What follows belongs to an exercise in optimizing a design on an open flow for small area, a short achievable clock period and few clock cycles; a production flow would make more cautious choices. The RTL was checked by simulation tests, not by an equivalence proof against the original design.

## flow/design.v (module list and top-level ports; edited modules follow where they fit)
// module subterranean_round: 309 lines
// module subterranean_rounds_simple_1: 183 lines
// module subterranean_stream_state_machine: 534 lines
// module subterranean_stream: 454 lines
// module subterranean_lwc_buffer_in: 73 lines
// module subterranean_lwc_buffer_out: 80 lines
// module subterranean_lwc_state_machine: 803 lines
// module subterranean_lwc: 457 lines
module subterranean_lwc
#(parameter ASYNC_RSTN = 0,   
parameter G_PWIDTH = 32,
parameter G_SWIDTH = 32,
parameter G_SEGMENT_SIZE_BITS = 16,
parameter G_HASH_SIZE_WORDS = 8,
parameter G_TAG_SIZE_WORDS = 4
)
(
    input wire clk,
    input wire rst,
    input wire [(G_PWIDTH-1):0] pdi_data,
    input wire pdi_valid,
    output wire pdi_ready,
    input wire [(G_SWIDTH-1):0] sdi_data,
    input wire sdi_valid,
    output wire sdi_ready,
    output wire [(G_PWIDTH-1):0] do_data,
    output wire do_valid,
    input wire do_ready,
    output wire do_last
);
  // ...
==> flow/run.sh <==
#!/bin/bash
# synth_recipe.tcl (not shown) runs the flow's synth.tcl, then flattens the netlist and writes it again
# the make line also repeats each setting of config.mk as NAME=value (left out here)
make -C /OpenROAD-flow-scripts/flow DESIGN_CONFIG=/design/flow/config.mk WORK_HOME=/design/flow/orfs CLKGATE_MAP_FILE= SYNTH_SCRIPT=/design/flow/synth_recipe.tcl finish
==> flow/config.mk <==
export PLATFORM = sky130hd
export DESIGN_NAME = subterranean_lwc
export DESIGN_NICKNAME = subterranean_lwc
export VERILOG_FILES = /design/flow/design.v
export SDC_FILE = /design/flow/constraint.sdc
export NUM_CORES = 4
export LEC_CHECK = 0
export CAP_MARGIN = 20
export CORE_MARGIN = 2
export CORE_UTILIZATION = 40
export SLEW_MARGIN = 20
==> flow/constraint.sdc <==
create_clock -name core_clock -period 5.0 [get_ports {clk}]
set_input_delay 1.0000 -clock core_clock [delete_from_list [all_inputs] [get_ports {clk}]]
set_output_delay 1.0000 -clock core_clock [all_outputs]
set_load 0.01 [all_outputs]
==> impl_metrics.json, run 1 <==
{
  "path_clk_slew_ns": 0.06,
  "worst-r2r-cell-count": 16,
  "endpoint": "sdi_ready",
  "grt_util_all_layers_pct": 25.9,
  "utilization_pct": 46.1,
  "final_cell_mix": "xnor2_1 (879), nor2_1 (516), dfxtp_1 (381)",
  "syn_area_um2": 33300,
  "hpwlAfterDp_um": 89000,
  "place_area_um2": 36000,
  "min_path_type": "flip-flop to flip-flop",
  "largest_reg_flops": 257,
  "startpoint_type": "input port",
  "synthSimpleGateAreaFrac_pct": 18.9,
  "setup_viol": 0,
  "cp-end-kind": "output pin",
  "cpMaxStageDelayCell": "clkdlybuf4s50_1",
  "met1_length_um": 52600,
  "regMostFlops": "cipher.p_core.reg_state",
  "root_buffer": "clkbuf_16",
  "max_cap_viol_count": 0,
  "cts_buffer_depth": 3,
  "met3_length_um": 7020,
  "crit_top_cell": "clkdlybuf4s50_1",
  "nNonClkBuffers": 208,
  "seq_area_um2": 12500,
  "avgSynthCellArea_um2": 8.89,
  "placed_cells": 4834,
  "synth_common_cells": "xnor2_1 (879), nor2_1 (517), dfxtp_1 (383)",
  "syn2layout_area_growth_pct": 13.8,
  "ys.flop_type": "dfxtp_1",
  "whs_ns": 0.413,
  "cts_setup_buffers": 0,
  "worstSetupPathDepth": 9,
  "outcome": "complete, no violations"
}
Testbench counts, summed over its fixed seeds: cycles 16,082.
==> run 2: changes to the inputs <==
==> flow/design.v (replaced) <==
`default_nettype    none
module subterranean_round
(
    input wire [256:0] a,
    input wire [32:0] din,
    output wire [256:0] o,
    output wire [31:0] dout
);
wire [256:0] a_after_chi_iota;
wire [256:0] a_after_theta;
assign a_after_chi_iota[0]     = ~(a[0]   ^   ((~a[1])     & a[2]));
assign a_after_chi_iota[254:1] = a[254:1] ^   ((~a[255:2]) & a[256:3]);
assign a_after_chi_iota[255]   = a[255]   ^   ((~a[256])   & a[0]);
assign a_after_chi_iota[256]   = a[256]   ^   ((~a[0])     & a[1]);
assign a_after_theta[12]  = a_after_chi_iota[12]  ^ a_after_chi_iota[15]  ^ a_after_chi_iota[20]  ^ din[0];
assign a_after_theta[56]  = a_after_chi_iota[56]  ^ a_after_chi_iota[59]  ^ a_after_chi_iota[64]  ^ din[1];
assign a_after_theta[90]  = a_after_chi_iota[90]  ^ a_after_chi_iota[93]  ^ a_after_chi_iota[98]  ^ din[2];
assign a_after_theta[163] = a_after_chi_iota[163] ^ a_after_chi_iota[166] ^ a_after_chi_iota[171] ^ din[3];
assign a_after_theta[161] = a_after_chi_iota[161] ^ a_after_chi_iota[164] ^ a_after_chi_iota[169] ^ din[4];
assign a_after_theta[66]  = a_after_chi_iota[66]  ^ a_after_chi_iota[69]  ^ a_after_chi_iota[74]  ^ din[5];
assign a_after_theta[51]  = a_after_chi_iota[51]  ^ a_after_chi_iota[54]  ^ a_after_chi_iota[59]  ^ din[6];
assign a_after_theta[238] = a_after_chi_iota[238] ^ a_after_chi_iota[241] ^ a_after_chi_iota[246] ^ din[7];
assign a_after_theta[254] = a_after_chi_iota[254] ^ a_after_chi_iota[0]   ^ a_after_chi_iota[5]   ^ din[8];
assign a_after_theta[243] = a_after_chi_iota[243] ^ a_after_chi_iota[246] ^ a_after_chi_iota[251] ^ din[9];
assign a_after_theta[106] = a_after_chi_iota[106] ^ a_after_chi_iota[109] ^ a_after_chi_iota[114] ^ din[10];
assign a_after_theta[152] = a_after_chi_iota[152] ^ a_after_chi_iota[155] ^ a_after_chi_iota[160] ^ din[11];
assign a_after_theta[24]  = a_after_chi_iota[24]  ^ a_after_chi_iota[27]  ^ a_after_chi_iota[32]  ^ din[12];
assign a_after_theta[112] = a_after_chi_iota[112] ^ a_after_chi_iota[115] ^ a_after_chi_iota[120] ^ din[13];
assign a_after_theta[180] = a_after_chi_iota[180] ^ a_after_chi_iota[183] ^ a_after_chi_iota[188] ^ din[14];
assign a_after_theta[69]  = a_after_chi_iota[69]  ^ a_after_chi_iota[72]  ^ a_after_chi_iota[77]  ^ din[15];
assign a_after_theta[65]  = a_after_chi_iota[65]  ^ a_after_chi_iota[68]  ^ a_after_chi_iota[73]  ^ din[16];
assign a_after_theta[132] = a_after_chi_iota[132] ^ a_after_chi_iota[135] ^ a_after_chi_iota[140] ^ din[17];
assign a_after_theta[102] = a_after_chi_iota[102] ^ a_after_chi_iota[105] ^ a_after_chi_iota[110] ^ din[18];
assign a_after_theta[219] = a_after_chi_iota[219] ^ a_after_chi_iota[222] ^ a_after_chi_iota[227] ^ din[19];
assign a_after_theta[251] = a_after_chi_iota[251] ^ a_after_chi_iota[254] ^ a_after_chi_iota[2]   ^ din[20];
assign a_after_theta[229] = a_after_chi_iota[229] ^ a_after_chi_iota[232] ^ a_after_chi_iota[237] ^ din[21];
assign a_after_theta[212] = a_after_chi_iota[212] ^ a_after_chi_iota[215] ^ a_after_chi_iota[220] ^ din[22];
assign a_after_theta[47]  = a_after_chi_iota[47]  ^ a_after_chi_iota[50]  ^ a_after_chi_iota[55]  ^ din[23];
assign a_after_theta[48]  = a_after_chi_iota[48]  ^ a_after_chi_iota[51]  ^ a_after_chi_iota[56]  ^ din[24];
assign a_after_theta[224] = a_after_chi_iota[224] ^ a_after_chi_iota[227] ^ a_after_chi_iota[232] ^ din[25];
assign a_after_theta[103] = a_after_chi_iota[103] ^ a_after_chi_iota[106] ^ a_after_chi_iota[111] ^ din[26];
assign a_after_theta[138] = a_after_chi_iota[138] ^ a_after_chi_iota[141] ^ a_after_chi_iota[146] ^ din[27];
assign a_after_theta[130] = a_after_chi_iota[130] ^ a_after_chi_iota[133] ^ a_after_chi_iota[138] ^ din[28];
assign a_after_theta[7]   = a_after_chi_iota[7]   ^ a_after_chi_iota[10]  ^ a_after_chi_iota[15]  ^ din[29];
assign a_after_theta[204] = a_after_chi_iota[204] ^ a_after_chi_iota[207] ^ a_after_chi_iota[212] ^ din[30];
assign a_after_theta[181] = a_after_chi_iota[181] ^ a_after_chi_iota[184] ^ a_after_chi_iota[189] ^ din[31];
assign a_after_theta[245] = a_after_chi_iota[245] ^ a_after_chi_iota[248] ^ a_after_chi_iota[253] ^ din[32];
assign a_after_theta[0] = a_after_chi_iota[0] ^ a_after_chi_iota[3] ^ a_after_chi_iota[8];
assign a_after_theta[36] = a_after_chi_iota[36] ^ a_after_chi_iota[39] ^ a_after_chi_iota[44];
assign a_after_theta[60] = a_after_chi_iota[60] ^ a_after_chi_iota[63] ^ a_after_chi_iota[68];
assign a_after_theta[72] = a_after_chi_iota[72] ^ a_after_chi_iota[75] ^ a_after_chi_iota[80];
assign a_after_theta[84] = a_after_chi_iota[84] ^ a_after_chi_iota[87] ^ a_after_chi_iota[92];
assign a_after_theta[96] = a_after_chi_iota[96] ^ a_after_chi_iota[99] ^ a_after_chi_iota[104];
assign a_after_theta[108] = a_after_chi_iota[108] ^ a_after_chi_iota[111] ^ a_after_chi_iota[116];
assign a_after_theta[120] = a_after_chi_iota[120] ^ a_after_chi_iota[123] ^ a_after_chi_iota[128];
assign a_after_theta[144] = a_after_chi_iota[144] ^ a_after_chi_iota[147] ^ a_after_chi_iota[152];
assign a_after_theta[156] = a_after_chi_iota[156] ^ a_after_chi_iota[159] ^ a_after_chi_iota[164];
assign a_after_theta[168] = a_after_chi_iota[168] ^ a_after_chi_iota[171] ^ a_after_chi_iota[176];
assign a_after_theta[192] = a_after_chi_iota[192] ^ a_after_chi_iota[195] ^ a_after_chi_iota[200];
assign a_after_theta[216] = a_after_chi_iota[216] ^ a_after_chi_iota[219] ^ a_after_chi_iota[224];
assign a_after_theta[228] = a_after_chi_iota[228] ^ a_after_chi_iota[231] ^ a_after_chi_iota[236];
assign a_after_theta[240] = a_after_chi_iota[240] ^ a_after_chi_iota[243] ^ a_after_chi_iota[248];
assign a_after_theta[252] = a_after_chi_iota[252] ^ a_after_chi_iota[255] ^ a_after_chi_iota[3];
assign a_after_theta[19] = a_after_chi_iota[19] ^ a_after_chi_iota[22] ^ a_after_chi_iota[27];
assign a_after_theta[31] = a_after_chi_iota[31] ^ a_after_chi_iota[34] ^ a_after_chi_iota[39];
assign a_after_theta[43] = a_after_chi_iota[43] ^ a_after_chi_iota[46] ^ a_after_chi_iota[51];
assign a_after_theta[55] = a_after_chi_iota[55] ^ a_after_chi_iota[58] ^ a_after_chi_iota[63];
assign a_after_theta[67] = a_after_chi_iota[67] ^ a_after_chi_iota[70] ^ a_after_chi_iota[75];
assign a_after_theta[79] = a_after_chi_iota[79] ^ a_after_chi_iota[82] ^ a_after_chi_iota[87];
assign a_after_theta[91] = a_after_chi_iota[91] ^ a_after_chi_iota[94] ^ a_after_chi_iota[99];
assign a_after_theta[115] = a_after_chi_iota[115] ^ a_after_chi_iota[118] ^ a_after_chi_iota[123];
assign a_after_theta[127] = a_after_chi_iota[127] ^ a_after_chi_iota[130] ^ a_after_chi_iota[135];
assign a_after_theta[139] = a_after_chi_iota[139] ^ a_after_chi_iota[142] ^ a_after_chi_iota[147];
assign a_after_theta[151] = a_after_chi_iota[151] ^ a_after_chi_iota[154] ^ a_after_chi_iota[159];
assign a_after_theta[175] = a_after_chi_iota[175] ^ a_after_chi_iota[178] ^ a_after_chi_iota[183];
assign a_after_theta[187] = a_after_chi_iota[187] ^ a_after_chi_iota[190] ^ a_after_chi_iota[195];
assign a_after_theta[199] = a_after_chi_iota[199] ^ a_after_chi_iota[202] ^ a_after_chi_iota[207];
assign a_after_theta[211] = a_after_chi_iota[211] ^ a_after_chi_iota[214] ^ a_after_chi_iota[219];
assign a_after_theta[223] = a_after_chi_iota[223] ^ a_after_chi_iota[226] ^ a_after_chi_iota[231];
assign a_after_theta[235] = a_after_chi_iota[235] ^ a_after_chi_iota[238] ^ a_after_chi_iota[243];
assign a_after_theta[247] = a_after_chi_iota[247] ^ a_after_chi_iota[250] ^ a_after_chi_iota[255];
assign a_after_theta[2] = a_after_chi_iota[2] ^ a_after_chi_iota[5] ^ a_after_chi_iota[10];
assign a_after_theta[14] = a_after_chi_iota[14] ^ a_after_chi_iota[17] ^ a_after_chi_iota[22];
assign a_after_theta[26] = a_after_chi_iota[26] ^ a_after_chi_iota[29] ^ a_after_chi_iota[34];
assign a_after_theta[38] = a_after_chi_iota[38] ^ a_after_chi_iota[41] ^ a_after_chi_iota[46];
assign a_after_theta[50] = a_after_chi_iota[50] ^ a_after_chi_iota[53] ^ a_after_chi_iota[58];
assign a_after_theta[62] = a_after_chi_iota[62] ^ a_after_chi_iota[65] ^ a_after_chi_iota[70];
assign a_after_theta[74] = a_after_chi_iota[74] ^ a_after_chi_iota[77] ^ a_after_chi_iota[82];
assign a_after_theta[86] = a_after_chi_iota[86] ^ a_after_chi_iota[89] ^ a_after_chi_iota[94];
assign a_after_theta[98] = a_after_chi_iota[98] ^ a_after_chi_iota[101] ^ a_after_chi_iota[106];
assign a_after_theta[110] = a_after_chi_iota[110] ^ a_after_chi_iota[113] ^ a_after_chi_iota[118];
assign a_after_theta[122] = a_after_chi_iota[122] ^ a_after_chi_iota[125] ^ a_after_chi_iota[130];
assign a_after_theta[134] = a_after_chi_iota[134] ^ a_after_chi_iota[137] ^ a_after_chi_iota[142];
assign a_after_theta[146] = a_after_chi_iota[146] ^ a_after_chi_iota[149] ^ a_after_chi_iota[154];
assign a_after_theta[158] = a_after_chi_iota[158] ^ a_after_chi_iota[161] ^ a_after_chi_iota[166];
assign a_after_theta[170] = a_after_chi_iota[170] ^ a_after_chi_iota[173] ^ a_after_chi_iota[178];
assign a_after_theta[182] = a_after_chi_iota[182] ^ a_after_chi_iota[185] ^ a_after_chi_iota[190];
assign a_after_theta[194] = a_after_chi_iota[194] ^ a_after_chi_iota[197] ^ a_after_chi_iota[202];
assign a_after_theta[206] = a_after_chi_iota[206] ^ a_after_chi_iota[209] ^ a_after_chi_iota[214];
assign a_after_theta[218] = a_after_chi_iota[218] ^ a_after_chi_iota[221] ^ a_after_chi_iota[226];
assign a_after_theta[230] = a_after_chi_iota[230] ^ a_after_chi_iota[233] ^ a_after_chi_iota[238];
assign a_after_theta[242] = a_after_chi_iota[242] ^ a_after_chi_iota[245] ^ a_after_chi_iota[250];
assign a_after_theta[9] = a_after_chi_iota[9] ^ a_after_chi_iota[12] ^ a_after_chi_iota[17];
assign a_after_theta[21] = a_after_chi_iota[21] ^ a_after_chi_iota[24] ^ a_after_chi_iota[29];
assign a_after_theta[33] = a_after_chi_iota[33] ^ a_after_chi_iota[36] ^ a_after_chi_iota[41];
assign a_after_theta[45] = a_after_chi_iota[45] ^ a_after_chi_iota[48] ^ a_after_chi_iota[53];
assign a_after_theta[57] = a_after_chi_iota[57] ^ a_after_chi_iota[60] ^ a_after_chi_iota[65];
assign a_after_theta[81] = a_after_chi_iota[81] ^ a_after_chi_iota[84] ^ a_after_chi_iota[89];
assign a_after_theta[93] = a_after_chi_iota[93] ^ a_after_chi_iota[96] ^ a_after_chi_iota[101];
assign a_after_theta[105] = a_after_chi_iota[105] ^ a_after_chi_iota[108] ^ a_after_chi_iota[113];
assign a_after_theta[117] = a_after_chi_iota[117] ^ a_after_chi_iota[120] ^ a_after_chi_iota[125];
assign a_after_theta[129] = a_after_chi_iota[129] ^ a_after_chi_iota[132] ^ a_after_chi_iota[137];
assign a_after_theta[141] = a_after_chi_iota[141] ^ a_after_chi_iota[144] ^ a_after_chi_iota[149];
assign a_after_theta[153] = a_after_chi_iota[153] ^ a_after_chi_iota[156] ^ a_after_chi_iota[161];
assign a_after_theta[165] = a_after_chi_iota[165] ^ a_after_chi_iota[168] ^ a_after_chi_iota[173];
assign a_after_theta[177] = a_after_chi_iota[177] ^ a_after_chi_iota[180] ^ a_after_chi_iota[185];
assign a_after_theta[189] = a_after_chi_iota[189] ^ a_after_chi_iota[192] ^ a_after_chi_iota[197];
assign a_after_theta[201] = a_after_chi_iota[201] ^ a_after_chi_iota[204] ^ a_after_chi_iota[209];
assign a_after_theta[213] = a_after_chi_iota[213] ^ a_after_chi_iota[216] ^ a_after_chi_iota[221];
assign a_after_theta[225] = a_after_chi_iota[225] ^ a_after_chi_iota[228] ^ a_after_chi_iota[233];
assign a_after_theta[237] = a_after_chi_iota[237] ^ a_after_chi_iota[240] ^ a_after_chi_iota[245];
assign a_after_theta[249] = a_after_chi_iota[249] ^ a_after_chi_iota[252] ^ a_after_chi_iota[0];
assign a_after_theta[4] = a_after_chi_iota[4] ^ a_after_chi_iota[7] ^ a_after_chi_iota[12];
assign a_after_theta[16] = a_after_chi_iota[16] ^ a_after_chi_iota[19] ^ a_after_chi_iota[24];
assign a_after_theta[28] = a_after_chi_iota[28] ^ a_after_chi_iota[31] ^ a_after_chi_iota[36];
assign a_after_theta[40] = a_after_chi_iota[40] ^ a_after_chi_iota[43] ^ a_after_chi_iota[48];
assign a_after_theta[52] = a_after_chi_iota[52] ^ a_after_chi_iota[55] ^ a_after_chi_iota[60];
assign a_after_theta[64] = a_after_chi_iota[64] ^ a_after_chi_iota[67] ^ a_after_chi_iota[72];
assign a_after_theta[76] = a_after_chi_iota[76] ^ a_after_chi_iota[79] ^ a_after_chi_iota[84];
assign a_after_theta[88] = a_after_chi_iota[88] ^ a_after_chi_iota[91] ^ a_after_chi_iota[96];
assign a_after_theta[100] = a_after_chi_iota[100] ^ a_after_chi_iota[103] ^ a_after_chi_iota[108];
assign a_after_theta[124] = a_after_chi_iota[124] ^ a_after_chi_iota[127] ^ a_after_chi_iota[132];
assign a_after_theta[136] = a_after_chi_iota[136] ^ a_after_chi_iota[139] ^ a_after_chi_iota[144];
assign a_after_theta[148] = a_after_chi_iota[148] ^ a_after_chi_iota[151] ^ a_after_chi_iota[156];
assign a_after_theta[160] = a_after_chi_iota[160] ^ a_after_chi_iota[163] ^ a_after_chi_iota[168];
assign a_after_theta[172] = a_after_chi_iota[172] ^ a_after_chi_iota[175] ^ a_after_chi_iota[180];
assign a_after_theta[184] = a_after_chi_iota[184] ^ a_after_chi_iota[187] ^ a_after_chi_iota[192];
assign a_after_theta[196] = a_after_chi_iota[196] ^ a_after_chi_iota[199] ^ a_after_chi_iota[204];
assign a_after_theta[208] = a_after_chi_iota[208] ^ a_after_chi_iota[211] ^ a_after_chi_iota[216];
assign a_after_theta[220] = a_after_chi_iota[220] ^ a_after_chi_iota[223] ^ a_after_chi_iota[228];
assign a_after_theta[232] = a_after_chi_iota[232] ^ a_after_chi_iota[235] ^ a_after_chi_iota[240];
assign a_after_theta[244] = a_after_chi_iota[244] ^ a_after_chi_iota[247] ^ a_after_chi_iota[252];
assign a_after_theta[256] = a_after_chi_iota[256] ^ a_after_chi_iota[2] ^ a_after_chi_iota[7];
assign a_after_theta[11] = a_after_chi_iota[11] ^ a_after_chi_iota[14] ^ a_after_chi_iota[19];
assign a_after_theta[23] = a_after_chi_iota[23] ^ a_after_chi_iota[26] ^ a_after_chi_iota[31];
assign a_after_theta[35] = a_after_chi_iota[35] ^ a_after_chi_iota[38] ^ a_after_chi_iota[43];
assign a_after_theta[59] = a_after_chi_iota[59] ^ a_after_chi_iota[62] ^ a_after_chi_iota[67];
assign a_after_theta[71] = a_after_chi_iota[71] ^ a_after_chi_iota[74] ^ a_after_chi_iota[79];
assign a_after_theta[83] = a_after_chi_iota[83] ^ a_after_chi_iota[86] ^ a_after_chi_iota[91];
assign a_after_theta[95] = a_after_chi_iota[95] ^ a_after_chi_iota[98] ^ a_after_chi_iota[103];
assign a_after_theta[107] = a_after_chi_iota[107] ^ a_after_chi_iota[110] ^ a_after_chi_iota[115];
assign a_after_theta[119] = a_after_chi_iota[119] ^ a_after_chi_iota[122] ^ a_after_chi_iota[127];
assign a_after_theta[131] = a_after_chi_iota[131] ^ a_after_chi_iota[134] ^ a_after_chi_iota[139];
assign a_after_theta[143] = a_after_chi_iota[143] ^ a_after_chi_iota[146] ^ a_after_chi_iota[151];
assign a_after_theta[155] = a_after_chi_iota[155] ^ a_after_chi_iota[158] ^ a_after_chi_iota[163];
assign a_after_theta[167] = a_after_chi_iota[167] ^ a_after_chi_iota[170] ^ a_after_chi_iota[175];
assign a_after_theta[179] = a_after_chi_iota[179] ^ a_after_chi_iota[182] ^ a_after_chi_iota[187];
assign a_after_theta[191] = a_after_chi_iota[191] ^ a_after_chi_iota[194] ^ a_after_chi_iota[199];
assign a_after_theta[203] = a_after_chi_iota[203] ^ a_after_chi_iota[206] ^ a_after_chi_iota[211];
assign a_after_theta[215] = a_after_chi_iota[215] ^ a_after_chi_iota[218] ^ a_after_chi_iota[223];
assign a_after_theta[227] = a_after_chi_iota[227] ^ a_after_chi_iota[230] ^ a_after_chi_iota[235];
assign a_after_theta[239] = a_after_chi_iota[239] ^ a_after_chi_iota[242] ^ a_after_chi_iota[247];
assign a_after_theta[6] = a_after_chi_iota[6] ^ a_after_chi_iota[9] ^ a_after_chi_iota[14];
assign a_after_theta[18] = a_after_chi_iota[18] ^ a_after_chi_iota[21] ^ a_after_chi_iota[26];
assign a_after_theta[30] = a_after_chi_iota[30] ^ a_after_chi_iota[33] ^ a_after_chi_iota[38];
assign a_after_theta[42] = a_after_chi_iota[42] ^ a_after_chi_iota[45] ^ a_after_chi_iota[50];
assign a_after_theta[54] = a_after_chi_iota[54] ^ a_after_chi_iota[57] ^ a_after_chi_iota[62];
assign a_after_theta[78] = a_after_chi_iota[78] ^ a_after_chi_iota[81] ^ a_after_chi_iota[86];
assign a_after_theta[114] = a_after_chi_iota[114] ^ a_after_chi_iota[117] ^ a_after_chi_iota[122];
assign a_after_theta[126] = a_after_chi_iota[126] ^ a_after_chi_iota[129] ^ a_after_chi_iota[134];
assign a_after_theta[150] = a_after_chi_iota[150] ^ a_after_chi_iota[153] ^ a_after_chi_iota[158];
assign a_after_theta[162] = a_after_chi_iota[162] ^ a_after_chi_iota[165] ^ a_after_chi_iota[170];
assign a_after_theta[174] = a_after_chi_iota[174] ^ a_after_chi_iota[177] ^ a_after_chi_iota[182];
assign a_after_theta[186] = a_after_chi_iota[186] ^ a_after_chi_iota[189] ^ a_after_chi_iota[194];
assign a_after_theta[198] = a_after_chi_iota[198] ^ a_after_chi_iota[201] ^ a_after_chi_iota[206];
assign a_after_theta[210] = a_after_chi_iota[210] ^ a_after_chi_iota[213] ^ a_after_chi_iota[218];
assign a_after_theta[222] = a_after_chi_iota[222] ^ a_after_chi_iota[225] ^ a_after_chi_iota[230];
assign a_after_theta[234] = a_after_chi_iota[234] ^ a_after_chi_iota[237] ^ a_after_chi_iota[242];
assign a_after_theta[246] = a_after_chi_iota[246] ^ a_after_chi_iota[249] ^ a_after_chi_iota[254];
assign a_after_theta[1] = a_after_chi_iota[1] ^ a_after_chi_iota[4] ^ a_after_chi_iota[9];
assign a_after_theta[13] = a_after_chi_iota[13] ^ a_after_chi_iota[16] ^ a_after_chi_iota[21];
assign a_after_theta[25] = a_after_chi_iota[25] ^ a_after_chi_iota[28] ^ a_after_chi_iota[33];
assign a_after_theta[37] = a_after_chi_iota[37] ^ a_after_chi_iota[40] ^ a_after_chi_iota[45];
assign a_after_theta[49] = a_after_chi_iota[49] ^ a_after_chi_iota[52] ^ a_after_chi_iota[57];
assign a_after_theta[61] = a_after_chi_iota[61] ^ a_after_chi_iota[64] ^ a_after_chi_iota[69];
assign a_after_theta[73] = a_after_chi_iota[73] ^ a_after_chi_iota[76] ^ a_after_chi_iota[81];
assign a_after_theta[85] = a_after_chi_iota[85] ^ a_after_chi_iota[88] ^ a_after_chi_iota[93];
assign a_after_theta[97] = a_after_chi_iota[97] ^ a_after_chi_iota[100] ^ a_after_chi_iota[105];
assign a_after_theta[109] = a_after_chi_iota[109] ^ a_after_chi_iota[112] ^ a_after_chi_iota[117];
assign a_after_theta[121] = a_after_chi_iota[121] ^ a_after_chi_iota[124] ^ a_after_chi_iota[129];
assign a_after_theta[133] = a_after_chi_iota[133] ^ a_after_chi_iota[136] ^ a_after_chi_iota[141];
assign a_after_theta[145] = a_after_chi_iota[145] ^ a_after_chi_iota[148] ^ a_after_chi_iota[153];
assign a_after_theta[157] = a_after_chi_iota[157] ^ a_after_chi_iota[160] ^ a_after_chi_iota[165];
assign a_after_theta[169] = a_after_chi_iota[169] ^ a_after_chi_iota[172] ^ a_after_chi_iota[177];
assign a_after_theta[193] = a_after_chi_iota[193] ^ a_after_chi_iota[196] ^ a_after_chi_iota[201];
assign a_after_theta[205] = a_after_chi_iota[205] ^ a_after_chi_iota[208] ^ a_after_chi_iota[213];
assign a_after_theta[217] = a_after_chi_iota[217] ^ a_after_chi_iota[220] ^ a_after_chi_iota[225];
assign a_after_theta[241] = a_after_chi_iota[241] ^ a_after_chi_iota[244] ^ a_after_chi_iota[249];
assign a_after_theta[253] = a_after_chi_iota[253] ^ a_after_chi_iota[256] ^ a_after_chi_iota[4];
assign a_after_theta[8] = a_after_chi_iota[8] ^ a_after_chi_iota[11] ^ a_after_chi_iota[16];
assign a_after_theta[20] = a_after_chi_iota[20] ^ a_after_chi_iota[23] ^ a_after_chi_iota[28];
assign a_after_theta[32] = a_after_chi_iota[32] ^ a_after_chi_iota[35] ^ a_after_chi_iota[40];
assign a_after_theta[44] = a_after_chi_iota[44] ^ a_after_chi_iota[47] ^ a_after_chi_iota[52];
assign a_after_theta[68] = a_after_chi_iota[68] ^ a_after_chi_iota[71] ^ a_after_chi_iota[76];
assign a_after_theta[80] = a_after_chi_iota[80] ^ a_after_chi_iota[83] ^ a_after_chi_iota[88];
assign a_after_theta[92] = a_after_chi_iota[92] ^ a_after_chi_iota[95] ^ a_after_chi_iota[100];
assign a_after_theta[104] = a_after_chi_iota[104] ^ a_after_chi_iota[107] ^ a_after_chi_iota[112];
assign a_after_theta[116] = a_after_chi_iota[116] ^ a_after_chi_iota[119] ^ a_after_chi_iota[124];
assign a_after_theta[128] = a_after_chi_iota[128] ^ a_after_chi_iota[131] ^ a_after_chi_iota[136];
assign a_after_theta[140] = a_after_chi_iota[140] ^ a_after_chi_iota[143] ^ a_after_chi_iota[148];
assign a_after_theta[164] = a_after_chi_iota[164] ^ a_after_chi_iota[167] ^ a_after_chi_iota[172];
assign a_after_theta[176] = a_after_chi_iota[176] ^ a_after_chi_iota[179] ^ a_after_chi_iota[184];
assign a_after_theta[188] = a_after_chi_iota[188] ^ a_after_chi_iota[191] ^ a_after_chi_iota[196];
assign a_after_theta[200] = a_after_chi_iota[200] ^ a_after_chi_iota[203] ^ a_after_chi_iota[208];
assign a_after_theta[236] = a_after_chi_iota[236] ^ a_after_chi_iota[239] ^ a_after_chi_iota[244];
assign a_after_theta[248] = a_after_chi_iota[248] ^ a_after_chi_iota[251] ^ a_after_chi_iota[256];
assign a_after_theta[3] = a_after_chi_iota[3] ^ a_after_chi_iota[6] ^ a_after_chi_iota[11];
assign a_after_theta[15] = a_after_chi_iota[15] ^ a_after_chi_iota[18] ^ a_after_chi_iota[23];
assign a_after_theta[27] = a_after_chi_iota[27] ^ a_after_chi_iota[30] ^ a_after_chi_iota[35];
assign a_after_theta[39] = a_after_chi_iota[39] ^ a_after_chi_iota[42] ^ a_after_chi_iota[47];
assign a_after_theta[63] = a_after_chi_iota[63] ^ a_after_chi_iota[66] ^ a_after_chi_iota[71];
assign a_after_theta[75] = a_after_chi_iota[75] ^ a_after_chi_iota[78] ^ a_after_chi_iota[83];
assign a_after_theta[87] = a_after_chi_iota[87] ^ a_after_chi_iota[90] ^ a_after_chi_iota[95];
assign a_after_theta[99] = a_after_chi_iota[99] ^ a_after_chi_iota[102] ^ a_after_chi_iota[107];
assign a_after_theta[111] = a_after_chi_iota[111] ^ a_after_chi_iota[114] ^ a_after_chi_iota[119];
assign a_after_theta[123] = a_after_chi_iota[123] ^ a_after_chi_iota[126] ^ a_after_chi_iota[131];
assign a_after_theta[135] = a_after_chi_iota[135] ^ a_after_chi_iota[138] ^ a_after_chi_iota[143];
assign a_after_theta[147] = a_after_chi_iota[147] ^ a_after_chi_iota[150] ^ a_after_chi_iota[155];
assign a_after_theta[159] = a_after_chi_iota[159] ^ a_after_chi_iota[162] ^ a_after_chi_iota[167];
assign a_after_theta[171] = a_after_chi_iota[171] ^ a_after_chi_iota[174] ^ a_after_chi_iota[179];
assign a_after_theta[183] = a_after_chi_iota[183] ^ a_after_chi_iota[186] ^ a_after_chi_iota[191];
assign a_after_theta[195] = a_after_chi_iota[195] ^ a_after_chi_iota[198] ^ a_after_chi_iota[203];
assign a_after_theta[207] = a_after_chi_iota[207] ^ a_after_chi_iota[210] ^ a_after_chi_iota[215];
assign a_after_theta[231] = a_after_chi_iota[231] ^ a_after_chi_iota[234] ^ a_after_chi_iota[239];
assign a_after_theta[255] = a_after_chi_iota[255] ^ a_after_chi_iota[1] ^ a_after_chi_iota[6];
assign a_after_theta[10] = a_after_chi_iota[10] ^ a_after_chi_iota[13] ^ a_after_chi_iota[18];
assign a_after_theta[22] = a_after_chi_iota[22] ^ a_after_chi_iota[25] ^ a_after_chi_iota[30];
assign a_after_theta[34] = a_after_chi_iota[34] ^ a_after_chi_iota[37] ^ a_after_chi_iota[42];
assign a_after_theta[46] = a_after_chi_iota[46] ^ a_after_chi_iota[49] ^ a_after_chi_iota[54];
assign a_after_theta[58] = a_after_chi_iota[58] ^ a_after_chi_iota[61] ^ a_after_chi_iota[66];
assign a_after_theta[70] = a_after_chi_iota[70] ^ a_after_chi_iota[73] ^ a_after_chi_iota[78];
assign a_after_theta[82] = a_after_chi_iota[82] ^ a_after_chi_iota[85] ^ a_after_chi_iota[90];
assign a_after_theta[94] = a_after_chi_iota[94] ^ a_after_chi_iota[97] ^ a_after_chi_iota[102];
assign a_after_theta[118] = a_after_chi_iota[118] ^ a_after_chi_iota[121] ^ a_after_chi_iota[126];
assign a_after_theta[142] = a_after_chi_iota[142] ^ a_after_chi_iota[145] ^ a_after_chi_iota[150];
assign a_after_theta[154] = a_after_chi_iota[154] ^ a_after_chi_iota[157] ^ a_after_chi_iota[162];
assign a_after_theta[166] = a_after_chi_iota[166] ^ a_after_chi_iota[169] ^ a_after_chi_iota[174];
assign a_after_theta[178] = a_after_chi_iota[178] ^ a_after_chi_iota[181] ^ a_after_chi_iota[186];
assign a_after_theta[190] = a_after_chi_iota[190] ^ a_after_chi_iota[193] ^ a_after_chi_iota[198];
assign a_after_theta[202] = a_after_chi_iota[202] ^ a_after_chi_iota[205] ^ a_after_chi_iota[210];
assign a_after_theta[214] = a_after_chi_iota[214] ^ a_after_chi_iota[217] ^ a_after_chi_iota[222];
assign a_after_theta[226] = a_after_chi_iota[226] ^ a_after_chi_iota[229] ^ a_after_chi_iota[234];
assign a_after_theta[250] = a_after_chi_iota[250] ^ a_after_chi_iota[253] ^ a_after_chi_iota[1];
assign a_after_theta[5] = a_after_chi_iota[5] ^ a_after_chi_iota[8] ^ a_after_chi_iota[13];
assign a_after_theta[17] = a_after_chi_iota[17] ^ a_after_chi_iota[20] ^ a_after_chi_iota[25];
assign a_after_theta[29] = a_after_chi_iota[29] ^ a_after_chi_iota[32] ^ a_after_chi_iota[37];
assign a_after_theta[41] = a_after_chi_iota[41] ^ a_after_chi_iota[44] ^ a_after_chi_iota[49];
assign a_after_theta[53] = a_after_chi_iota[53] ^ a_after_chi_iota[56] ^ a_after_chi_iota[61];
assign a_after_theta[77] = a_after_chi_iota[77] ^ a_after_chi_iota[80] ^ a_after_chi_iota[85];
assign a_after_theta[89] = a_after_chi_iota[89] ^ a_after_chi_iota[92] ^ a_after_chi_iota[97];
assign a_after_theta[101] = a_after_chi_iota[101] ^ a_after_chi_iota[104] ^ a_after_chi_iota[109];
assign a_after_theta[113] = a_after_chi_iota[113] ^ a_after_chi_iota[116] ^ a_after_chi_iota[121];
assign a_after_theta[125] = a_after_chi_iota[125] ^ a_after_chi_iota[128] ^ a_after_chi_iota[133];
assign a_after_theta[137] = a_after_chi_iota[137] ^ a_after_chi_iota[140] ^ a_after_chi_iota[145];
assign a_after_theta[149] = a_after_chi_iota[149] ^ a_after_chi_iota[152] ^ a_after_chi_iota[157];
assign a_after_theta[173] = a_after_chi_iota[173] ^ a_after_chi_iota[176] ^ a_after_chi_iota[181];
assign a_after_theta[185] = a_after_chi_iota[185] ^ a_after_chi_iota[188] ^ a_after_chi_iota[193];
assign a_after_theta[197] = a_after_chi_iota[197] ^ a_after_chi_iota[200] ^ a_after_chi_iota[205];
assign a_after_theta[209] = a_after_chi_iota[209] ^ a_after_chi_iota[212] ^ a_after_chi_iota[217];
assign a_after_theta[221] = a_after_chi_iota[221] ^ a_after_chi_iota[224] ^ a_after_chi_iota[229];
assign a_after_theta[233] = a_after_chi_iota[233] ^ a_after_chi_iota[236] ^ a_after_chi_iota[241];
generate
    genvar gen_j;
    for (gen_j = 0; gen_j < 257; gen_j = gen_j + 1) begin: pi_step
        assign o[gen_j] = a_after_theta[(12*gen_j) % 257];
    end
endgenerate
assign dout[0]  = a[1]   ^ a[256];
assign dout[1]  = a[176] ^ a[81];
assign dout[2]  = a[136] ^ a[121];
assign dout[3]  = a[35]  ^ a[222];
assign dout[4]  = a[249] ^ a[8];
assign dout[5]  = a[134] ^ a[123];
assign dout[6]  = a[197] ^ a[60];
assign dout[7]  = a[234] ^ a[23];
assign dout[8]  = a[64]  ^ a[193];
assign dout[9]  = a[213] ^ a[44];
assign dout[10] = a[223] ^ a[34];
assign dout[11] = a[184] ^ a[73];
assign dout[12] = a[2]   ^ a[255];
assign dout[13] = a[95]  ^ a[162];
assign dout[14] = a[15]  ^ a[242];
assign dout[15] = a[70]  ^ a[187];
assign dout[16] = a[241] ^ a[16];
assign dout[17] = a[11]  ^ a[246];
assign dout[18] = a[137] ^ a[120];
assign dout[19] = a[211] ^ a[46];
assign dout[20] = a[128] ^ a[129];
assign dout[21] = a[169] ^ a[88];
assign dout[22] = a[189] ^ a[68];
assign dout[23] = a[111] ^ a[146];
assign dout[24] = a[4]   ^ a[253];
assign dout[25] = a[190] ^ a[67];
assign dout[26] = a[30]  ^ a[227];
assign dout[27] = a[140] ^ a[117];
assign dout[28] = a[225] ^ a[32];
assign dout[29] = a[22]  ^ a[235];
assign dout[30] = a[17]  ^ a[240];
assign dout[31] = a[165] ^ a[92];
endmodule
`default_nettype    none
module subterranean_lwc
#(parameter ASYNC_RSTN = 0,
parameter G_PWIDTH = 32,
parameter G_SWIDTH = 32,
parameter G_SEGMENT_SIZE_BITS = 16,
parameter G_HASH_SIZE_WORDS = 8,
parameter G_TAG_SIZE_WORDS = 4
)
(
    input wire clk,
    input wire rst,
    input wire [(G_PWIDTH-1):0] pdi_data,
    input wire pdi_valid,
    output wire pdi_ready,
    input wire [(G_SWIDTH-1):0] sdi_data,
    input wire sdi_valid,
    output wire sdi_ready,
    output wire [(G_PWIDTH-1):0] do_data,
    output wire do_valid,
    input wire do_ready,
    output wire do_last
);
localparam P_IDLE = 4'd0,  P_NHDR = 4'd1,  P_NDAT = 4'd2,  P_AHDR = 4'd3,
           P_ADAT = 4'd4,  P_PHDR = 4'd5,  P_PDAT = 4'd6,  P_TAG  = 4'd7,
           P_THDR = 4'd8,  P_TDAT = 4'd9,  P_SQ   = 4'd10, P_STAT = 4'd11,
           P_HHDR = 4'd12, P_HDAT = 4'd13;
function [31:0] bswap(input [31:0] x);
    bswap = {x[7:0], x[15:8], x[23:16], x[31:24]};
endfunction
reg [3:0] ph;
reg [256:0] st;
reg [4:0] nr;           
reg [3:0] cnt;          
reg [15:0] len;         
reg eot;
reg dec;
reg fail;
reg [1:0] bidx;         
reg [1:0] sph;          
reg [1:0] kcnt;
reg kact;               
reg [32:0] o0, o1;
reg v0, v1;
wire wr_ok = ~v1;
wire nz = (nr == 5'd0);
wire lastw = (len[15:3] == 13'd0) && ((len[2:0] == 3'd0) || (len[2] == 1'b0) || (len[1:0] == 2'b00));
wire [2:0] wsize = lastw ? len[2:0] : 3'd4;
reg pdi_rdy;
always @(*) begin
    case (ph)
        P_IDLE : pdi_rdy = wr_ok;
        P_NHDR : pdi_rdy = 1'b1;
        P_NDAT : pdi_rdy = ~kact & nz;
        P_AHDR : pdi_rdy = 1'b1;
        P_ADAT : pdi_rdy = nz;
        P_PHDR : pdi_rdy = wr_ok;
        P_PDAT : pdi_rdy = nz & wr_ok;
        P_THDR : pdi_rdy = 1'b1;
        P_TDAT : pdi_rdy = nz;
        P_HHDR : pdi_rdy = 1'b1;
        P_HDAT : pdi_rdy = nz & (bidx == (wsize[1:0] - 2'd1));
        default: pdi_rdy = 1'b0;
    endcase
end
wire sdi_rdy = (sph != 2'd2) | (kact & nz);
wire ptake = pdi_valid & pdi_rdy;
wire stake = sdi_valid & sdi_rdy;
wire key_abs = stake & (sph == 2'd2);
wire n_abs = ptake & (ph == P_NDAT);
wire a_abs = ptake & (ph == P_ADAT);
wire p_abs = ptake & (ph == P_PDAT);
wire t_abs = ptake & (ph == P_TDAT);
wire h_abs = pdi_valid & nz & (ph == P_HDAT);
wire sq_go = nz & wr_ok & (ph == P_SQ);
wire [31:0] z;
wire [256:0] st_next;
reg [32:0] din;
wire [31:0] src = key_abs ? sdi_data : pdi_data;
wire [31:0] src_c = bswap(src);
wire [2:0] dsize = (key_abs | n_abs | t_abs) ? 3'd4 : wsize;
reg [31:0] mask;
always @(*) begin
    case (dsize)
        3'd0 : mask = 32'h00000000;
        3'd1 : mask = 32'h000000FF;
        3'd2 : mask = 32'h0000FFFF;
        3'd3 : mask = 32'h00FFFFFF;
        default : mask = 32'hFFFFFFFF;
    endcase
end
wire [31:0] x = src_c & mask;
wire [31:0] y = (z ^ x) & mask;
reg [7:0] hbyte;
always @(*) begin
    case (bidx)
        2'd0 : hbyte = pdi_data[31:24];
        2'd1 : hbyte = pdi_data[23:16];
        2'd2 : hbyte = pdi_data[15:8];
        default : hbyte = pdi_data[7:0];
    endcase
end
always @(*) begin
    if (key_abs | n_abs | a_abs | p_abs) begin
        din[31:0] = (p_abs & dec) ? y : x;
        din[32] = 1'b0;
        case (dsize)
            3'd0 : din[0]  = din[0]  ^ 1'b1;
            3'd1 : din[8]  = din[8]  ^ 1'b1;
            3'd2 : din[16] = din[16] ^ 1'b1;
            3'd3 : din[24] = din[24] ^ 1'b1;
            default : din[32] = 1'b1;
        endcase
    end else if (h_abs) begin
        din = {24'd0, 1'b1, hbyte};
    end else begin
        din = 33'd1;
    end
end
subterranean_round round (
    .a(st),
    .din(din),
    .o(st_next),
    .dout(z)
);
wire do_round = ~nz | key_abs | n_abs | a_abs | p_abs | t_abs | h_abs | sq_go;
wire init = ptake & (ph == P_IDLE) & ((pdi_data[31:28] == 4'h7) | (pdi_data[31:28] == 4'h8));
always @(posedge clk) begin
    if (init)
        st <= 257'd0;
    else if (do_round)
        st <= st_next;
end
reg push;
reg [32:0] pw;
always @(*) begin
    push = 1'b0;
    pw = 33'd0;
    case (ph)
        P_IDLE : begin
            push = ptake & (pdi_data[31:28] == 4'h8);
            pw = {1'b0, 4'h9, 4'h3, 8'h00, 16'd32};
        end
        P_PHDR : begin
            push = ptake;
            pw = {1'b0, dec ? 4'h4 : 4'h5, 2'b00, pdi_data[25], dec & pdi_data[25], 8'h00, pdi_data[15:0]};
        end
        P_PDAT : begin
            push = p_abs;
            pw = {lastw & eot, bswap(y)};
        end
        P_TAG : begin
            push = wr_ok;
            pw = {1'b0, 32'h83000010};
        end
        P_SQ : begin
            push = sq_go;
            pw = {cnt == 4'd1, bswap(z)};
        end
        P_STAT : begin
            push = wr_ok;
            pw = {1'b1, fail ? 4'hF : 4'hE, 28'd0};
        end
        default : ;
    endcase
end
wire pop = v0 & do_ready;
always @(posedge clk) begin
    if (rst) begin
        v0 <= 1'b0;
        v1 <= 1'b0;
    end else begin
        if (v1) begin
            if (pop) begin
                v1 <= 1'b0;
            end
        end else if (push) begin
            if (v0 & ~pop) v1 <= 1'b1;
            else v0 <= 1'b1;
        end else if (pop) begin
            v0 <= 1'b0;
        end
    end
end
always @(posedge clk) begin
    if (v1) begin
        if (pop) o0 <= o1;
    end else if (push) begin
        if (v0 & ~pop) o1 <= pw;
        else o0 <= pw;
    end
end
wire [4:0] nr_dec = nz ? 5'd0 : (nr - 5'd1);
always @(posedge clk) begin
    if (rst) begin
        ph <= P_IDLE;
        nr <= 5'd0;
        sph <= 2'd0;
        kact <= 1'b0;
    end else begin
        nr <= nr_dec;
        if (stake) begin
            case (sph)
                2'd0 : sph <= 2'd1;
                2'd1 : begin sph <= 2'd2; kcnt <= 2'd0; end
                default : begin
                    kcnt <= kcnt + 2'd1;
                    if (kcnt == 2'd3) begin
                        sph <= 2'd0;
                        kact <= 1'b0;
                        nr <= 5'd1;
                    end
                end
            endcase
        end
        case (ph)
            P_IDLE : if (ptake) begin
                case (pdi_data[31:28])
                    4'h7 : kact <= 1'b1;
                    4'h2, 4'h3 : begin
                        dec <= pdi_data[28];
                        fail <= 1'b0;
                        ph <= P_NHDR;
                    end
                    4'h8 : begin
                        fail <= 1'b0;
                        ph <= P_HHDR;
                    end
                    default : ;
                endcase
            end
            P_NHDR : if (ptake) begin
                cnt <= 4'd4;
                ph <= P_NDAT;
            end
            P_NDAT : if (ptake) begin
                cnt <= cnt - 4'd1;
                if (cnt == 4'd1) begin
                    nr <= 5'd9;
                    ph <= P_AHDR;
                end
            end
            P_AHDR : if (ptake) begin
                len <= pdi_data[15:0];
                eot <= pdi_data[25];
                if (pdi_data[15:0] == 16'd0) begin
                    nr <= nr_dec + 5'd1;
                    ph <= P_PHDR;
                end else
                    ph <= P_ADAT;
            end
            P_ADAT : if (ptake) begin
                len <= len - 16'd4;
                if (lastw) begin
                    if (eot) begin
                        if (wsize == 3'd4) nr <= 5'd1;
                        ph <= P_PHDR;
                    end else
                        ph <= P_AHDR;
                end
            end
            P_PHDR : if (ptake) begin
                len <= pdi_data[15:0];
                eot <= pdi_data[25];
                if (pdi_data[15:0] == 16'd0) begin
                    nr <= nr_dec + 5'd9;
                    ph <= dec ? P_THDR : P_TAG;
                end else
                    ph <= P_PDAT;
            end
            P_PDAT : if (ptake) begin
                len <= len - 16'd4;
                if (lastw) begin
                    if (eot) begin
                        nr <= (wsize == 3'd4) ? 5'd9 : 5'd8;
                        ph <= dec ? P_THDR : P_TAG;
                    end else
                        ph <= P_PHDR;
                end
            end
            P_TAG : if (wr_ok) begin
                cnt <= 4'd4;
                ph <= P_SQ;
            end
            P_THDR : if (ptake) begin
                cnt <= 4'd4;
                ph <= P_TDAT;
            end
            P_TDAT : if (ptake) begin
                if ((y != 32'd0) && (cnt != 4'd1)) fail <= 1'b1;
                cnt <= cnt - 4'd1;
                if (cnt == 4'd1) ph <= P_STAT;
            end
            P_SQ : if (sq_go) begin
                cnt <= cnt - 4'd1;
                if (cnt == 4'd1) ph <= P_STAT;
            end
            P_STAT : if (wr_ok) begin
                ph <= P_IDLE;
            end
            P_HHDR : if (ptake) begin
                len <= pdi_data[15:0];
                eot <= pdi_data[25];
                bidx <= 2'd0;
                if (pdi_data[15:0] == 16'd0) begin
                    nr <= nr_dec + 5'd10;
                    cnt <= 4'd8;
                    ph <= P_SQ;
                end else
                    ph <= P_HDAT;
            end
            P_HDAT : if (h_abs) begin
                nr <= 5'd1;
                bidx <= bidx + 2'd1;
                if (ptake) begin
                    bidx <= 2'd0;
                    len <= len - 16'd4;
                    if (lastw) begin
                        if (eot) begin
                            nr <= 5'd11;
                            cnt <= 4'd8;
                            ph <= P_SQ;
                        end else
                            ph <= P_HHDR;
                    end
                end
            end
            default : ph <= P_IDLE;
        endcase
    end
end
assign pdi_ready = pdi_rdy;
assign sdi_ready = sdi_rdy;
assign do_data = o0[31:0];
assign do_last = o0[32];
assign do_valid = v0;
endmodule
==> impl_metrics.json, run 2 <==
{
  "setup_viol": 0,
  "rr_startpoint": "len[6]",
  "worst-r2r-cell-count": 14,
  "final_antenna_net_count": 0,
  "layout_commonest_cell": "xnor2_1",
  "cts_hold_buf": 0,
  "start_util_pct": 40.6,
  "critPathRequiredTime_ns": 4.00,
  "dieArea_um2": 66300,
  "worstHoldEndpoint": "st[203]",
  "portBuffers": 104,
  "path_clk_slew_ns": 0.06,
  "reg2reg_slack_ns": 0.76,
  "root_buffer": "clkbuf_16",
  "yosys_register_bits": 364,
  "hpwlAfterDp_um": 74100,
  "ys_warn_count": 1,
  "maxSlewViolCount": 0,
  "wirelength_um": 93400,
  "synth.area.top_cells": "xnor2_1 (28%), dfxtp_1 (21%), edfxtp_1 (11%), a211oi_1 (7.0%), nor2b_1 (6.4%)",
  "ys.flop_type": "dfxtp_1",
  "cts_buffer_depth": 3,
  "min_period_over_period_pct": 97.9,
  "synth.most_common_cell": "xnor2_1",
  "max_cap_viol_count": 0,
  "rows": 92,
  "grt_pass1_wl_um": 136000,
  "rr_endpoint": "st[161]",
  "firstDrtPassIters": 8,
  "critPathMaxFanout": 18,
  "drt-initial-drc-count": 2272,
  "antenna_found_initial": 2,
  "reg_top3": "st x257, o0 x33, o1 x33",
  "grt_pass1_vias": 20000,
  "yosys.area.top_type": "xnor2_1",
  "die_w_um": 258,
  "slew-limit-headroom_pct": 24.4,
  "clock_latency_ns": 0.60,
  "overflow": 0,
  "drc": 0,
  "regMostFlops": "st",
  "final_cell_mix": "xnor2_1 (811), nor2_1 (315), dfxtp_1 (270)",
  "wire_per_inst_um": 24.6,
  "hp-start": "st[203]",
  "layout.nets": 3000,
  "clock_sinks": 364,
  "worst-setup-path-type": "flip-flop to output pin",
  "min_period_ns": 4.90,
  "synth_top_cell_area_share_pct": 27.6,
  "via_count": 21300,
  "ctsHtreeMaxLevel": 2,
  "coreArea_um2": 63300,
  "cp-end-kind": "output pin",
  "syn_inst": 2853,
  "design_area_um2": 29300,
  "crit_arrival_ns": 3.90,
  "cts_tree": "done",
  "die_y_um": 258,
  "outcome": "complete, no violations",
  "worst_slack_ns": 0.104,
  "async_flop_share_pct": 0,
  "ioPinCount": 105,
  "hold_viol": 0,
  "max_freq_mhz": 204,
  "utilization_pct": 46.3,
  "whs_ns": 0.538,
  "grt_max_degree": 107,
  "place_area_um2": 27700,
  "cts_made_buffers": 44,
  "vias_per_cell": 5.61,
  "worst_slew_pin_slew_ns": 1.13,
  "synth.distinct_cells": 86,
  "avgSynthCellArea_um2": 9.01,
  "hold-path-cell-count": 2,
  "synth_edf_count": 93,
  "startpoint_type": "flip-flop",
  "min_path_type": "flip-flop to flip-flop",
  "synth_common_cells": "xnor2_1 (811), nor2_1 (315), dfxtp_1 (271)",
  "synth_nets": 2935,
  "syn_area_um2": 25700,
  "largest_reg_flops": 257,
  "skew_ns": 0.0302,
  "yosysSeqAreaShare_pct": 32.0,
  "pre_cts_ws_ns": 0.379,
  "grt_util_all_layers_pct": 27.5,
  "final_layout_size_suffix_gt1_share_pct": 7.82,
  "syn2layout_area_growth_pct": 14.1,
  "routabilityCongestion": 0.973
}
## run 2: cells by family (layout without fill, tap and decap cells)
group / after synthesis / after routing / share of synthesized area, %
XOR/XNOR: 889 / 889 / 30.3
buffers and inverters: 167 / 268 / 3.09
AND/OR/NAND/NOR: 818 / 818 / 16.2
multiplexers: 69 / 69 / 2.86
flip-flops: 364 / 364 / 32.0
AO/OA/AOI/OAI: 533 / 533 / 15.0
adder cells (fa/ha/maj): 13 / 13 / 0.632
other: 0 / 2 / 0
## run 2: layout make-up
cell class              count  area (um^2)
fillers                  6113        34000
diodes                      2         5.00
clock inverters            31          429
multi-input cells        2322        16800
clock buffers              51         1200
flip-flops and latches    364         8220
repair buffers            165         1590
well taps                 846         1060
inverters                  21         86.3
## run 2: per-layer routing
metal / global-route usage (%) / up-vias / wire length [um]
li1: - / 9957 / -
met1: 40.8 / 10300 / 43400
met2: 39.6 / 920 / 38600
met3: 4.17 / 167 / 7380
met4: 11.2 / 0 / 4080
met5: 0 / - / 0
## run 2: worst max path at each step
stage                   start        end  slack, ns
CTS                    len[9]  pdi_ready       0.12
floorplan              len[5]      o0[0]       0.17
global placement    sdi_valid       fail       0.32
finish                 len[6]  pdi_ready       0.10
global route           len[6]  pdi_ready     -0.007
detailed placement  sdi_valid       fail       0.38
## run 2: repair_timing
item                       in CTS  in global routing
setup endpoints to repair       1                  1
resized for setup               2                  1
buffers inserted                0                  2
hold endpoints to repair        0                  0
pin swaps                       0                  1
## run 2: critical path: stages (launching register included)
cell,delay [ns]
edfxtp_1,0.47
nor4_4,0.38
and3_1,0.27
and2_1,0.20
nand2_1,0.07
ha_1,0.31
xnor2_1,0.14
o22ai_1,0.19
o211ai_1,0.12
o21a_2,0.34
inv_8,0.19
clkdlybuf4s50_1,0.61
## run 2: stage by stage
stage | cells | setup TNS (ns)
after floorplan | 2853 | 0
after global placement | 3716 | 0
after detailed placement | 3716 | 0
final | 3802 | 0
after global routing | 3801 | -0.00656
after CTS | 3798 | 0
Testbench counts of run 2, summed over its fixed seeds: cycles 13,485.
==> run 3: changes to the inputs <==
--- a/flow/config.mk
+++ b/flow/config.mk
@@ -5,7 +5,9 @@
 export SDC_FILE = /design/flow/constraint.sdc
 export NUM_CORES = 4
 export LEC_CHECK = 0
+export ABC_CLOCK_PERIOD_IN_PS = 2000
 export CAP_MARGIN = 20
 export CORE_MARGIN = 2
 export CORE_UTILIZATION = 40
+export SETUP_SLACK_MARGIN = 3.0
 export SLEW_MARGIN = 20
==> impl_metrics.json, run 3 <==
{
  "outcome": "complete, no violations",
  "synth_edf_count": 93,
  "multi_input_area_um2": 18500,
  "dieArea_um2": 66300,
  "setup-tns-final_ns": 0,
  "grt_pass1_vias": 21100,
  "hpwlAfterDp_um": 74700,
  "grt_max_degree": 77,
  "synth_top_cell_area_share_pct": 27.6,
  "rsz0062_at_grt": "yes",
  "cts_buffer_depth": 3,
  "synth_common_cells": "xnor2_1 (811), nor2_1 (315), dfxtp_1 (271)",
  "grt_pass1_wl_um": 145000,
  "syn_area_um2": 25700,
  "worst-r2r-cell-count": 18,
  "synth_nets": 2935,
  "synth.distinct_cells": 86,
  "max_freq_mhz": 256,
  "syn2layout_area_growth_pct": 33.5,
  "yosys_register_bits": 364,
  "startpoint_type": "flip-flop",
  "drc": 0,
  "avgSynthCellArea_um2": 9.01,
  "reg_top3": "st x257, o0 x33, o1 x33",
  "crit_arrival_ns": 2.90,
  "routabilityCongestion": 0.976,
  "die_w_um": 258,
  "critPathRequiredTime_ns": 4.00,
  "regMostFlops": "st",
  "overflow": 0,
  "grt_util_all_layers_pct": 29.5,
  "rr_endpoint": "o0[0]",
  "min_period_ns": 3.90,
  "path_clk_slew_ns": 0.06,
  "skew_ns": 0.0487,
  "wirelength_um": 111000,
  "root_buffer": "clkbuf_16",
  "wire_per_inst_um": 27.7,
  "worst-setup-path-type": "flip-flop to output pin",
  "ys_warn_count": 1,
  "worstHoldEndpoint": "o0[32]",
  "ys.flop_type": "dfxtp_1",
  "setup_viol": 0,
  "final_layout_size_suffix_gt1_share_pct": 22.9,
  "synth.most_common_cell": "xnor2_1",
  "layout.nets": 3218,
  "rr_startpoint": "len[5]",
  "critPathMaxFanout": 3,
  "cts_hold_buf": 0,
  "worst_slack_ns": 1.10,
  "cts_tree": "done",
  "firstDrtPassIters": 5,
  "maxSlewViolCount": 0,
  "seq_area_um2": 8240,
  "synth.area.top_cells": "xnor2_1 (28%), dfxtp_1 (21%), edfxtp_1 (11%), a211oi_1 (7.0%), nor2b_1 (6.4%)",
  "max_cap_viol_count": 0,
  "num-fill-cells": 5571,
  "largest_reg_flops": 257,
  "ioPinCount": 105,
  "hold-path-cell-count": 2,
  "portBuffers": 104,
  "yosysSeqAreaShare_pct": 32.0,
  "reg2reg_slack_ns": 1.12,
  "cts_made_buffers": 42,
  "hold_viol": 0,
  "layout_commonest_cell": "xnor2_1",
  "antenna_found_initial": 3,
  "cp-end-kind": "output pin",
  "async_flop_share_pct": 0,
  "min_period_over_period_pct": 78.1,
  "slew-limit-headroom_pct": 25.7,
  "via_count": 23700,
  "syn_inst": 2853,
  "die_y_um": 258,
  "rows": 92,
  "hp-start": "o1[32]",
  "yosys.area.top_type": "xnor2_1",
  "clock_latency_ns": 0.61,
  "clock_sinks": 364,
  "final_antenna_net_count": 0,
  "worst_slew_pin_slew_ns": 1.10,
  "drt-initial-drc-count": 3043,
  "vias_per_cell": 5.90,
  "min_path_type": "flip-flop to flip-flop",
  "pre_cts_ws_ns": 0.489,
  "coreArea_um2": 63300,
  "ctsHtreeMaxLevel": 2,
  "final_cell_mix": "xnor2_1 (810), dfxtp_1 (264), nor2b_1 (262)",
  "start_util_pct": 40.6
}
run 3: area by class of cell:
| cell class | count | area share (%) |
|---|---|---|
| antenna | 2 | 0.0146 |
| clock buffer | 48 | 3.24 |
| clock inverter | 30 | 1.13 |
| inverter | 21 | 0.259 |
| multi-input combinational | 2333 | 53.9 |
| sequential | 364 | 24.0 |
| tap | 846 | 3.08 |
| timing repair buffer | 374 | 14.4 |
run 3: logic make-up (layout without fill, tap and decap cells):
| logic type | after synthesis | in the layout | synth area share, % |
|---|---|---|---|
| AND/OR/NAND/NOR | 818 | 829 | 16.2 |
| other | 0 | 2 | 0 |
| XOR/XNOR | 889 | 889 | 30.3 |
| flip-flops | 364 | 364 | 32.0 |
| AO/OA/AOI/OAI | 533 | 533 | 15.0 |
| buffers and inverters | 167 | 473 | 3.09 |
| adder cells (fa/ha/maj) | 13 | 13 | 0.632 |
| multiplexers | 69 | 69 | 2.86 |
run 3: worst max-delay path by stage:
| stage | startpoint | slack (ns) | to |
|---|---|---|---|
| after global routing | len[5] | 1.03 | pdi_ready |
| after CTS | len[11] | 1.07 | pdi_ready |
| after detailed placement | sdi_valid | 0.49 | fail |
| after global placement | sdi_valid | 0.59 | fail |
| final | len[5] | 1.10 | pdi_ready |
| after floorplan | len[7] | 0.98 | o0[0] |
run 3: critical path, stage by stage (launching register included):
cell      delay [ns]
edfxtp_1        0.45
nor4_4          0.33
and3_4          0.25
and2_4          0.16
nand2_2         0.07
ha_4            0.26
xnor2_2         0.14
o22ai_2         0.12
o211ai_1        0.12
o21a_2          0.26
inv_8           0.07
buf_6           0.10
run 3: metal layers:
metal  routed length (um)  vias up  global-route usage (%)
li1                     -    10400                       -
met5                    0        -                       0
met4                 4710        0                    11.2
met1                47500    11600                    43.2
met2                46800     1427                    42.6
met3                12200      228                    5.52
run 3: stage by stage:
step	std cells	hold slack (ns)	cell area [um^2]	utilization, %
6_report	4018	0.539	34300	54.2
5_1_grt	4017	0.547	34300	54.2
4_1_cts	3869	0.534	30900	48.8
3_5_place_dp	3710	0.520	27900	44.1
3_3_place_gp	3710	0.521	27900	44.1
2_1_floorplan	2853	0.465	26100	-
run 3: timing repair:
item | 4_1_cts | 5_1_grt
buffers inserted | 58 | 72
pin swaps | 25 | 27
resized for setup | 266 | 291
endpoints found under the setup margin | 482 | 482
cloned | 23 | 75

separate check: timing with driven ports:
The results above use ideal ports. As a check the final layouts listed here were re-extracted and re-timed, cells and wires unchanged.
Step 1 (the two cells are an assumption about what drives the block):
set clk [get_ports {clk}]
set_driving_cell -lib_cell sky130_fd_sc_hd__clkbuf_16 $clk
set_driving_cell -lib_cell sky130_fd_sc_hd__buf_2 [delete_from_list [all_inputs] $clk]
Step 2 adds t to the input delays and takes it off the output delays; t is the mean of the earliest and latest rising clock arrival at the registers after step 1. Input paths then give back, and output paths get back, about the clock's delay inside the block.
a / b / c = ideal / step 1 / step 2; a / b = the first two.
run | t (ns) | setup slack, ns | worst setup path at the end
run 1 | 0.702 | 0.158 / 0.116 / -0.067 | input to register
run 2 | 0.652 | 0.104 / 0.040 / 0.273 | input to register
run 3 | 0.657 | 1.097 / 1.029 / 0.647 | input to register
Met with ideal ports but missed after step 2: setup timing in run 1. For run 3, which loses most, drivers alone change the setup slack by -0.068 ns; drivers and shift together by -0.450 ns.
